Background: an optimization exercise with open tools, aiming at small area. Do not read the settings as production practice. Function was checked by simulation only, so behaviour that the tests miss may differ from the original. Power figures rest on the tool's default switching activity, not on a simulated workload.

==> inputs of 03-10 <==
==> flow/design.v <==
`timescale 1ns / 1ps
module ipmb_watchdog # (
   parameter integer TIMEOUT = 5000
)
(
    input clk,
    input rst,
    output [29:0] gpio_0,
    output [31:0] gpio_1,
    input [1:0] scl_i_in,
    input [1:0] scl_t_in,
    input [1:0] sda_i_in,
    input [1:0] sda_t_in,
    input [1:0] sv_scl_o,
    input [1:0] sv_scl_t,
    input ms_scl_o,
    input ms_scl_t,
    input [1:0] sv_sda_o,
    input [1:0] sv_sda_t,
    input ms_sda_o,
    input ms_sda_t
);
    localparam [12:0] MATCH_MSK = 13'h07fe;
    localparam [12:0] MATCH_VAL = 13'h06be;
    wire [19:0] x = {ms_sda_t, ms_sda_o, sv_sda_t[1], sv_sda_o[1], sv_sda_t[0], sv_sda_o[0],
                     ms_scl_t, ms_scl_o, sv_scl_t[1], sv_scl_o[1], sv_scl_t[0], sv_scl_o[0],
                     sda_t_in[1], sda_i_in[1], sda_t_in[0], sda_i_in[0],
                     scl_t_in[1], scl_i_in[1], scl_t_in[0], scl_i_in[0]};
    reg  [12:0] cnt [0:19];
    reg  [19:0] sflag;      
    wire [19:0] hit;        
    wire [19:0] ev;         
    genvar i, j;
    generate
        for (i = 0; i < 20; i = i + 1) begin : g_single
            assign hit[i] = (cnt[i] & MATCH_MSK) == MATCH_VAL;
            assign ev[i]  = ~x[i] & hit[i];
            always @(posedge clk) begin
                if (rst | x[i] | hit[i])
                    cnt[i] <= 13'd0;
                else
                    cnt[i] <= {~cnt[i][11:0], cnt[i][12] ^ cnt[i][2]};
                if (rst)
                    sflag[i] <= 1'b1;
                else if (ev[i])
                    sflag[i] <= 1'b0;
            end
        end
    endgenerate
    reg  [9:0] sel;         
    wire [9:0] pev;         
    reg  [9:4] pflag;       
    reg  [7:0] gcnt [0:3];
    generate
        for (i = 0; i < 10; i = i + 1) begin : g_pair
            assign pev[i] = ~x[2*i] & ~x[2*i+1] & (sel[i] ? hit[2*i] : hit[2*i+1]);
            always @(posedge clk) begin
                if (rst)
                    sel[i] <= 1'b1;
                else
                    sel[i] <= x[2*i] | (~x[2*i+1] & sel[i]);
            end
            if (i < 4) begin : g_cnt
                wire [8:0] k;
                assign k[0] = pev[i] & ~&gcnt[i];
                for (j = 0; j < 8; j = j + 1) begin : g_k
                    assign k[j+1] = k[j] & gcnt[i][j];
                end
                always @(posedge clk) begin
                    if (rst)
                        gcnt[i] <= 8'd0;
                    else
                        gcnt[i] <= gcnt[i] ^ k[7:0];
                end
            end else begin : g_flag
                always @(posedge clk) begin
                    if (rst)
                        pflag[i] <= 1'b1;
                    else if (pev[i])
                        pflag[i] <= 1'b0;
                end
            end
        end
    endgenerate
    wire [3:0] cflag;
    assign cflag[0] = ~|gcnt[0];
    assign cflag[1] = ~|gcnt[1];
    assign cflag[2] = ~|gcnt[2];
    assign cflag[3] = ~|gcnt[3];
    assign gpio_0 = {pflag[9:7], sflag[19:14], pflag[6:4], sflag[13:8],
                     cflag[3:2], sflag[7:4], cflag[1:0], sflag[3:0]};
    assign gpio_1 = {gcnt[3], gcnt[2], gcnt[1], gcnt[0]};
endmodule
==> flow/flow/run.sh <==
#!/bin/bash
# Standard ORFS layout, with small port buffers, a lighter clock tree, and
# synthesis cells brought to their smallest drive strength before floorplanning.
set -euo pipefail
here=$(pwd)
export PRE_FLOORPLAN_TCL="$here/flow/downsize.tcl"
export BUFFER_PORTS_ARGS="-buffer_cell sky130_fd_sc_hd__buf_1"
export CTS_ARGS="-sink_clustering_enable -repair_clock_nets -dont_use_dummy_load -buf_list {sky130_fd_sc_hd__clkbuf_4} -root_buf sky130_fd_sc_hd__clkbuf_4 -sink_clustering_size 12 -sink_clustering_max_diameter 45"
bash standard.sh finish > flow_make.log 2>&1
==> flow/flow/downsize.tcl <==
# Run before floorplanning, on the standard synthesis netlist. Registers are
# left as they are; only the combinational cells change.
set_dont_use $::env(DONT_USE_CELLS)

# drop synthesis buffers, then re-map the combinational logic for area
remove_buffers
file mkdir $::env(OBJECTS_DIR)/rmp
# two passes: the second one still finds some area to recover
foreach pass {1 2} {
  restructure -liberty_file [lindex $::env(LIB_FILES) 0] -target area \
    -tielo_port [join $::env(TIELO_CELL_AND_PORT) /] \
    -tiehi_port [join $::env(TIEHI_CELL_AND_PORT) /] \
    -work_dir $::env(OBJECTS_DIR)/rmp
}
report_design_area

# Give every combinational cell the smallest drive strength of its function
# (timing has several ns of slack; repair_design re-buffers any net that needs it).
set n 0
set saved 0.0
foreach inst [get_cells *] {
  set master [get_property $inst ref_name]
  if { ![regexp {^(sky130_fd_sc_hd__[a-z0-9]+)_([0-9]+)$} $master -> base drv] } { continue }
  if { [string match "*__df*" $base] || [string match "*__sdf*" $base] || [string match "*__edf*" $base] } { continue }
  if { [string match "*__conb*" $base] || [string match "*tap*" $base] || [string match "*__clk*" $base] } { continue }
  set best ""
  set best_area [get_property [get_lib_cells */$master] area]
  foreach d {0 1 2} {
    if { $d >= $drv } { break }
    set cand [get_lib_cells -quiet */${base}_$d]
    if { [llength $cand] == 0 } { continue }
    if { [get_property $cand dont_use] } { continue }
    set a [get_property $cand area]
    if { $a < $best_area } { set best ${base}_$d; set best_area $a }
  }
  if { $best ne "" } {
    set saved [expr { $saved + [get_property [get_lib_cells */$master] area] - $best_area }]
    replace_cell $inst [get_lib_cells */$best]
    incr n
  }
}
puts "downsize: resized $n cells, saving [format %.1f $saved] um2"
report_design_area
==> flow/standard.sh <==
#!/bin/bash
# synth_recipe.tcl (not shown) runs the flow's synth.tcl, then flattens the netlist and writes it again
# the make line also repeats each setting of config.mk as NAME=value (left out here)
make -C /OpenROAD-flow-scripts/flow DESIGN_CONFIG=/design/flow/config.mk WORK_HOME=/design/flow/orfs CLKGATE_MAP_FILE= SYNTH_SCRIPT=/design/flow/synth_recipe.tcl "${@:-finish}"
==> flow/config.mk <==
export PLATFORM = sky130hd
export DESIGN_NAME = ipmb_watchdog
export DESIGN_NICKNAME = ipmb_watchdog
export VERILOG_FILES = /design/flow/design.v
export SDC_FILE = /design/flow/constraint.sdc
export NUM_CORES = 4
export LEC_CHECK = 0
export ABC_AREA = 1
export CAP_MARGIN = 0
export CORE_MARGIN = 2
export CORE_UTILIZATION = 70
export PLACE_DENSITY = 0.8
export SLEW_MARGIN = 0
==> flow/constraint.sdc <==
create_clock -name core_clock -period 10.0 [get_ports {clk}]
set_input_delay 2.0000 -clock core_clock [delete_from_list [all_inputs] [get_ports {clk}]]
set_output_delay 2.0000 -clock core_clock [all_outputs]
set_load 0.01 [all_outputs]
==> inputs of 03-21, as changes to 03-10 <==
--- a/flow/design.v
+++ b/flow/design.v
@@ -32,3 +32,3 @@
     wire [19:0] ev;         
-    genvar i, j;
+    genvar i;
     generate
@@ -63,7 +63,2 @@
             if (i < 4) begin : g_cnt
-                wire [8:0] k;
-                assign k[0] = pev[i] & ~&gcnt[i];
-                for (j = 0; j < 8; j = j + 1) begin : g_k
-                    assign k[j+1] = k[j] & gcnt[i][j];
-                end
                 always @(posedge clk) begin
@@ -71,4 +66,4 @@
                         gcnt[i] <= 8'd0;
-                    else
-                        gcnt[i] <= gcnt[i] ^ k[7:0];
+                    else if (pev[i] && gcnt[i] != 8'hff)
+                        gcnt[i] <= gcnt[i] + 8'd1;
                 end
==> flow/flow/run.sh (replaced) <==
#!/bin/bash
# Standard ORFS layout, with small port buffers and a lighter clock tree.
set -euo pipefail
export BUFFER_PORTS_ARGS="-buffer_cell sky130_fd_sc_hd__buf_1"
export CTS_ARGS="-sink_clustering_enable -repair_clock_nets -dont_use_dummy_load -buf_list {sky130_fd_sc_hd__clkbuf_8} -root_buf sky130_fd_sc_hd__clkbuf_8 -sink_clustering_size 18 -sink_clustering_max_diameter 45"
bash standard.sh finish > flow_make.log 2>&1
--- a/flow/config.mk
+++ b/flow/config.mk
@@ -7,4 +7,3 @@
 export LEC_CHECK = 0
-export ABC_AREA = 1
-export CAP_MARGIN = 0
+export CAP_MARGIN = 20
 export CORE_MARGIN = 2
@@ -12,2 +11,2 @@
 export PLACE_DENSITY = 0.8
-export SLEW_MARGIN = 0
+export SLEW_MARGIN = 20
removed: flow/flow/downsize.tcl
==> load_flow_metrics.sql <==
INSERT INTO impl_metrics (metric_group, metric, value, unit) VALUES
('pwr', 'design_power_total', '1962', 'uW'),
('placed_design', 'placed_area', '0.009975', 'mm^2'),
('pwr', 'internal_power', '1532', 'uW'),
('worst_setup_path', 'critical_path.slowest_cell', 'sky130_fd_sc_hd__a311oi_1', ''),
('yosys', 'syn-cell-area', '0.009434', 'mm^2'),
('layout', 'area_of_the_multi_input_gates', '0.002605', 'mm^2'),
('outcome', 'run_status', 'no timing/DRC/antenna violations', ''),
('floorplanning', 'floorplan.rows', '42', '');
the above is filed under 03-10

==> load_flow_metrics.sql <==
INSERT INTO impl_metrics (metric_group, metric, value, unit) VALUES
('outcome', 'run_status', 'no timing/DRC/antenna violations', ''),
('yosys', 'syn-cell-area', '0.01026', 'mm^2'),
('routing', 'wl', '16390', 'um'),
('timing', 'whs', '351.3', 'ps'),
('pwr', 'power_per_cell_area', '189.7', 'mW/mm^2'),
('pwr', 'internal_power', '1660', 'uW'),
('worst_setup_path', 'critical_path.slowest_cell', 'sky130_fd_sc_hd__or4b_2', ''),
('floorplanning', 'floorplan.rows', '44', ''),
('worst_setup_path', 'reg2reg_setup_slack', '8070', 'ps'),
('worst_setup_path', 'critPathLaunchType', 'flip-flop', ''),
('placed_design', 'placed_area', '0.01070', 'mm^2'),
('pwr', 'design_power_total', '2108', 'uW');
the above is filed under 03-21

## port drivers added, routing unchanged
Ports are ideal in the flow. The routed layouts listed here were re-timed in OpenROAD. Step 1 sets driving cells, clkbuf_16 on the clock port and buf_2 on the other inputs (assumed; they add their load-dependent delay and slew). Step 2, shift: input delay + t, output delay - t, t = (earliest + latest rising clock arrival at the registers) / 2. This alone moves slack from input paths to output paths. Three values: ideal ports, drivers, drivers and shift; two values: the first two.
run	shift t [ns]	setup WS [ns]	latest minus earliest clock arrival (ns)
03-10	0.684	6.150 / 6.136 / 5.476	0.051 / 0.051
03-21	0.572	5.738 / 5.700 / 6.055	0.051 / 0.052
After both steps every run listed still meets setup and hold. For 03-10, which loses most, drivers alone change the setup slack by -0.014 ns; drivers and shift together by -0.674 ns.
